Background: an optimization exercise with open tools, aiming at small area, a short achievable clock period and few clock cycles per item. Do not read the settings as production practice. Function was not checked in any run shown here: the RTL went through the layout flow alone. Power figures rest on the tool's default switching activity, not on a simulated workload.

## flow/design.v (module list and top-level ports; edited modules follow where they fit)
// module DSP_CONV1D: 407 lines
// module conv_mul_s1: 1431 lines
// module conv_mul_s2: 68 lines
module DSP_CONV1D #(
    parameter AXI_DATA_WIDTH = 32,
    parameter AXI_ADDR_WIDTH = 5,  
    parameter DSP_DATA_WIDTH = 32,
    parameter MAX_CONV_LEN = 256,
    parameter MAX_KERNEL_LEN = 32
)(
    input  s_axi_clk,
    input  s_axi_resetn,  
    input  [AXI_ADDR_WIDTH-1:0] s_axi_awaddr,
    input  s_axi_awvalid,
    output reg s_axi_awready,
    input  [AXI_DATA_WIDTH-1:0] s_axi_wdata,
    input  [AXI_DATA_WIDTH/8-1:0] s_axi_wstrb,
    input  s_axi_wvalid,
    output reg s_axi_wready,
    output reg  s_axi_bvalid,
    input  s_axi_bready,
    output reg [1:0] s_axi_bresp,
    input  [AXI_ADDR_WIDTH-1:0] s_axi_araddr,
    input  s_axi_arvalid,
    output reg s_axi_arready,
    output reg [AXI_DATA_WIDTH-1:0] s_axi_rdata,
    output reg [1:0] s_axi_rresp,
    output reg s_axi_rvalid,
    input  s_axi_rready,
    output interrupt_o,
    output reg [DSP_DATA_WIDTH-1:0] dsp_mem_addr_o,
    input  [DSP_DATA_WIDTH-1:0] dsp_mem_rdata_i,
    output reg dsp_mem_req_o,
    input  dsp_mem_ack_i,
    output reg dsp_mem_we_o,
    output reg [DSP_DATA_WIDTH-1:0] dsp_mem_wdata_o
);
  // ...
==> flow/run.sh <==
#!/bin/bash
# synth_recipe.tcl (not shown) runs the flow's synth.tcl, then flattens the netlist and writes it again
# the make line also repeats each setting of config.mk as NAME=value (left out here)
make -C /OpenROAD-flow-scripts/flow DESIGN_CONFIG=/design/flow/config.mk WORK_HOME=/design/flow/orfs CLKGATE_MAP_FILE= SYNTH_SCRIPT=/design/flow/synth_recipe.tcl finish
==> flow/config.mk <==
export PLATFORM = sky130hd
export DESIGN_NAME = DSP_CONV1D
export DESIGN_NICKNAME = DSP_CONV1D
export VERILOG_FILES = /design/flow/design.v
export SDC_FILE = /design/flow/constraint.sdc
export NUM_CORES = 8
export LEC_CHECK = 0
export CAP_MARGIN = 20
export CORE_MARGIN = 2
export CORE_UTILIZATION = 40
export SLEW_MARGIN = 20
==> flow/constraint.sdc <==
create_clock -name core_clock -period 9.0 [get_ports {s_axi_clk}]
set_input_delay 1.8000 -clock core_clock [delete_from_list [all_inputs] [get_ports {s_axi_clk}]]
set_output_delay 1.8000 -clock core_clock [all_outputs]
set_load 0.01 [all_outputs]
==> impl_metrics.csv, run 1 <==
group,metric,value,unit
yosys,synthAdderAreaFrac,18.29,%
yosys,async_flop_share,25.71,%
timing,whs,0.3523,ns
layout,mostFrequentLayoutCell,"inv_1",
hold_path,min_to,"f1",
detailed_routing,postRouteAntennaNets,0,
layout,fillers,13370,
detailed_routing,met2_length,76050,µm
placement,dp_slack,2.844,ns
outcome,status,"complete, no violations",
detailed_routing,vias,39350,
setup_path,cp_cell_sequence,"inv_1 > ha_1 > nand2_1 > nand2b_2 > o22ai_1 > nand2_1 > o21bai_1 > inv_1 > or2_2 > fa_1 > ha_1 > nor3_1 > o221ai_1 > nor3_2 > nand2_1 > nand2_1",
yosys,postSynthAreaPerCell,11.08,µm²
yosys,synth_top_area_share,30.61,%
global_route,busiest_layer,"met2",
power_and_ir_drop,powerClk,0.00421,W
detailed_routing,wl_met1,67630,µm
layout,final_nets,6025,
layout,fin_cells,7347,
floorplan,start_util,40.36,%
detailed_routing,routed_via_density,5.356,
hold_path,min_from,"f0",
timing,max-slew-margin-rel,26.56,%
layout,sh_seq_area,39.89,%
yosys,synth_top_area_cell,"edfxtp_1",
global_route,met1_usage,29.10,%
yosys,synth_mux_area_share,5.046,%
layout,largest_cell_class,"multi-input combinational cells",
layout,syn_to_final_growth,12.66,%
layout,top_regs,"ring (128), dl (96), wq (96)",
floorplan,pin_count,194,
placement,placed_cells,7154,
setup_path,r2r_end,"r_nblk[6]",
setup_path,crit_end,"r_nblk[6]",
detailed_routing,drtIter0Drc,3452,
yosys,syn_area,57980,µm²
detailed_routing,drcViolationCount,0,
clock_network,cts_max_level,3,
power_and_ir_drop,vdd_drop_max,143.6,µV
setup_path,r2r_setup_slack,2.92,ns
yosys,synth-simple-area-share,13.47,%
setup_path,cp_top_family,"simple AND/OR/NAND/NOR gates",
floorplan,core-area,143700,µm²
placement,routabilityCongestion,0.9358,
==> inputs of run 2 (changes only) <==
--- a/flow/config.mk
+++ b/flow/config.mk
@@ -5,7 +5,9 @@
 export SDC_FILE = /design/flow/constraint.sdc
 export NUM_CORES = 8
 export LEC_CHECK = 0
+export ABC_CLOCK_PERIOD_IN_PS = 4000
 export CAP_MARGIN = 20
 export CORE_MARGIN = 2
 export CORE_UTILIZATION = 40
+export SETUP_SLACK_MARGIN = 5
 export SLEW_MARGIN = 20
==> impl_metrics.csv, run 2 <==
group,metric,value,unit
power_and_ir_drop,vdd_drop_max,179.1,µV
global_route,grt_usage,23.27,%
yosys,synth-simple-area-share,13.47,%
power_and_ir_drop,pwr-share-seq,42.3,%
detailed_routing,drtIter0Drc,4042,
yosys,yosysUniqueCellTypes,95,
floorplan,die_height,384.7,µm
clock_network,cts_buffers,104,
clock_network,clk_path_buf_depth,3,
clock_network,cts-root-buf,"clkbuf_16",
clock_network,cts_num_sinks,945,
setup_path,cpMaxStageDelayCell,"fa_2",
setup_path,cp_top_family,"adder cells",
floorplan,pin_count,194,
global_route,overflow,0,
yosys,synth_mux_area_share,5.046,%
yosys,yosysMostFrequentCell,"inv_1",
layout,fin_area,70800,µm²
setup_path,cp_slowest_stage_delay,0.53,ns
timing,fin_tns_setup,0,ns
setup_path,cp.arrival,5.79,ns
detailed_routing,first_pass_iters,7,
layout,syn_to_final_growth,22.12,%
floorplan,num_rows,139,
detailed_routing,vias,41370,
layout,largest-register,"ring",
timing,final_hold_viol_count,0,
yosys,synthAdderAreaFrac,18.29,%
power_and_ir_drop,p_int,0.008898,W
clock_network,insertion_delay,0.77,ns
yosys,synth-compound-area-share,8.531,%
clock_network,cts.clk_slew.worst_paths,0.06,ns
yosys,syn_area,57980,µm²
detailed_routing,met2_length,83440,µm
timing,min_period_over_period,57.52,%
timing,slew_viol_final,0,
yosys,synth-warning-count,3,
setup_path,critPathBufInv,5,
run,max-cap-violations,0,
detailed_routing,routed_via_density,5.436,
detailed_routing,top_layer,"met4",
floorplan,die-width,384.7,µm
global_route,grt_pass1_vias,41820,
detailed_routing,postRouteAntennaNets,0,
global_route,grt_pass1_wl,259300,µm
power_and_ir_drop,power.density,180.4,nW/µm²
clock_network,cts_tree,"done",
global_route,antenna_found_initial,6,
placement,placed_area,62420,µm²
detailed_routing,wl_per_cell,22.91,µm
yosys,synthTopCellsByArea,"edfxtp_1 (31%), fa_1 (15%), dfrtp_1 (10%)",
power_and_ir_drop,power.share.clock,35.0,%
detailed_routing,wl,174300,µm
setup_path,path_max_fanout,4,
floorplan,start_util,40.36,%
placement,dp_hpwl,114600,µm
yosys,synth_top_area_share,30.61,%
setup_path,cp.required,9.62,ns
setup_path,crit_path_start_kind,"flop",
yosys,syn_inst,5233,
layout,largest_reg_flops,128,
timing,setup_viol,0,
setup_path,critPathKind,"reg2reg",
power_and_ir_drop,switching_share,30.33,%
timing,max_slew.worst_pin.slew,1.069,ns
yosys,ys.flop_type,"edfxtp_1",
placement,routabilityCongestion,0.9312,
yosys,synth_top_family_by_area,"adder cells",
global_route,grt_max_degree,164,
power_and_ir_drop,leakagePower,28.80,nW
setup_path,cp_cell_sequence,"buf_12 > nand2_4 > fa_1 > inv_1 > fa_1 > inv_1 > fa_1 > fa_1 > inv_1 > fa_2 > inv_2 > fa_2 > fa_2 > xnor2_2 > xnor2_1 > xnor2_1 > xnor2_1 > xnor2_1 > xnor2_1 > xnor2_1",
timing,skew,0.04675,ns
detailed_routing,drcViolationCount,0,
yosys,postSynthAreaPerCell,11.08,µm²
setup_path,worstSetupEndpointType,"flop",
yosys,yosys.area_share.xor_xnor,4.169,%
timing,rsz0062_at_grt,"yes",
detailed_routing,wl_met1,71290,µm
layout,top_regs,"ring (128), dl (96), wq (96)",
timing,period_minus_slack,5.177,ns
outcome,status,"complete, no violations",
yosys,synth_top_area_cell,"edfxtp_1",
yosys,synth-edff-count,591,
hold_path,hp-class,"reg2reg",
yosys,yosys_register_bits,945,
power_and_ir_drop,combPwrFrac,22.7,%
clock_network,cts_max_level,3,
layout,final_nets,6283,
yosys,yosysSeqAreaShare,44.93,%
layout,drive_above_1_share,20.90,%
power_and_ir_drop,power.switching,0.003873,W
layout,mostFrequentLayoutCell,"edfxtp_1",
timing,fmax,0.1932,GHz
layout,mostFrequentLayoutCells,"edfxtp_1 (591), inv_1 (548), nand2_1 (449)",
yosys,async_flop_share,25.71,%
floorplan,core-area,143700,µm²
setup_path,cpMostUsedCell,"xnor2_1",
detailed_routing,wl_met3,13470,µm
yosys,synthTopCellsByCount,"inv_1 (597), edfxtp_1 (591), nand2_1 (486)",
floorplan,dieArea,148000,µm²
layout,fillers,12870,
timing,max-slew-margin-rel,28.70,%
placement,io_buffers,185,
## run 2: changes by cell type in the layout (fill, tap and decap cells not counted), sizes merged
cell,before,now
buf,77,318
bufbuf,0,5
bufinv,4,11
clkbuf,142,148
clkinv,38,31
diode,0,4
inv,605,604
nand2,487,493
or3b,2,3
## run 2: worst paths after layout
path	endpoint	cells past startpoint	slack [ns]	start
max	rows_q[63]	20	3.82	k_q[1]
min	f1	0	0.36	f0
max reg2reg	rows_q[63]	20	3.82	k_q[1]
min reg2reg	f1	0	0.36	f0
max in group asynchronous	data_out_addr_r[29]	2	6.54	s_axi_resetn
min in group asynchronous	done_r	1	1.03	s_axi_resetn
## run 2: timing repair
| action | in CTS | in global routing |
|---|---|---|
| setup buffers | 186 | 56 |
| endpoints found under the setup margin | 306 | 197 |
| resized for setup | 334 | 245 |
| pin swaps | 172 | 153 |
| cloned | 15 | 4 |
| hold buffers | 0 | 0 |
## run 2: cells by family after synthesis
| family | Yosys count |
|---|---|
| AND/OR/NAND/NOR | 1538 |
| flip-flops | 945 |
| AO/OA/AOI/OAI | 780 |
| buffers and inverters | 843 |
| adder cells (fa/ha/maj) | 583 |
| XOR/XNOR | 276 |
| multiplexers | 267 |
| other | 1 |
## run 2: area by class of cell
class | instances | area [µm²] | area share, %
well taps | 1903 | 2381 | 3.363
diodes | 4 | 10.01 | 0.01414
clock inverters | 50 | 664.4 | 0.9384
clock buffers | 144 | 2939 | 4.151
multi-input cells | 3455 | 31240 | 44.12
flip-flops and latches | 945 | 26070 | 36.83
inverters | 597 | 2250 | 3.177
repair buffers | 511 | 5244 | 7.406
## run 2: power groups by stage
| stage | Clock, W | Sequential, W | Combinational [W] |
|---|---|---|---|
| 2_1_floorplan | 0 | 0.00540 | 0.00148 |
| 3_3_place_gp | 0 | 0.00546 | 0.00241 |
| 3_5_place_dp | 0 | 0.00547 | 0.00244 |
| 4_1_cts | 0.00456 | 0.00539 | 0.00275 |
| 5_1_grt | 0.00472 | 0.00544 | 0.00310 |
| 6_report | 0.00447 | 0.00540 | 0.00290 |
## run 2: metal layers
metal	track usage (%)	up-vias
met1	30.93	20930
met5	0	-
met2	38.47	1641
li1	-	18440
met3	3.962	354
met4	8.073	0
## run 2: through the flow
stage	total power, W	hold slack [ns]	setup WS, ns	cells	utilization [%]
after CTS	0.01270	0.3592	3.862	7544	48.19
after global placement	0.007877	0.3364	3.509	7149	43.45
after floorplan	0.006879	0.3312	4.067	5236	-
after detailed placement	0.007914	0.3464	3.480	7149	43.45
after global routing	0.01325	0.3616	3.638	7605	49.28
final	0.01277	0.3570	3.823	7609	49.29

port drivers added, routing unchanged:
No port has a modelled driver above. Below, the same layouts with a new extraction and two added sets of constraints. Step 1 assumes that a clkbuf_16 drives the clock port and a buf_2 every other input. Step 2 adds t to the input delays and takes it off the output delays; t is the mean of the earliest and latest rising clock arrival at the registers after step 1. Input paths then give back, and output paths get back, about the clock's delay inside the block. Slacks: no drivers / after step 1 / after step 2; pairs: no drivers / after step 1.
run | t, ns | slack for setup (ns) | worst setup path after step 2 | latest minus earliest clock arrival (ns) | worst register clock-pin slew, ns
run 1 | 0.798 | 2.916 / 2.916 / 2.916 | register to register | 0.055 / 0.055 | 0.07 / 0.07
run 2 | 0.806 | 3.823 / 3.823 / 3.823 | register to register | 0.072 / 0.073 | 0.07 / 0.07
After both steps setup and hold are still met in every run listed.
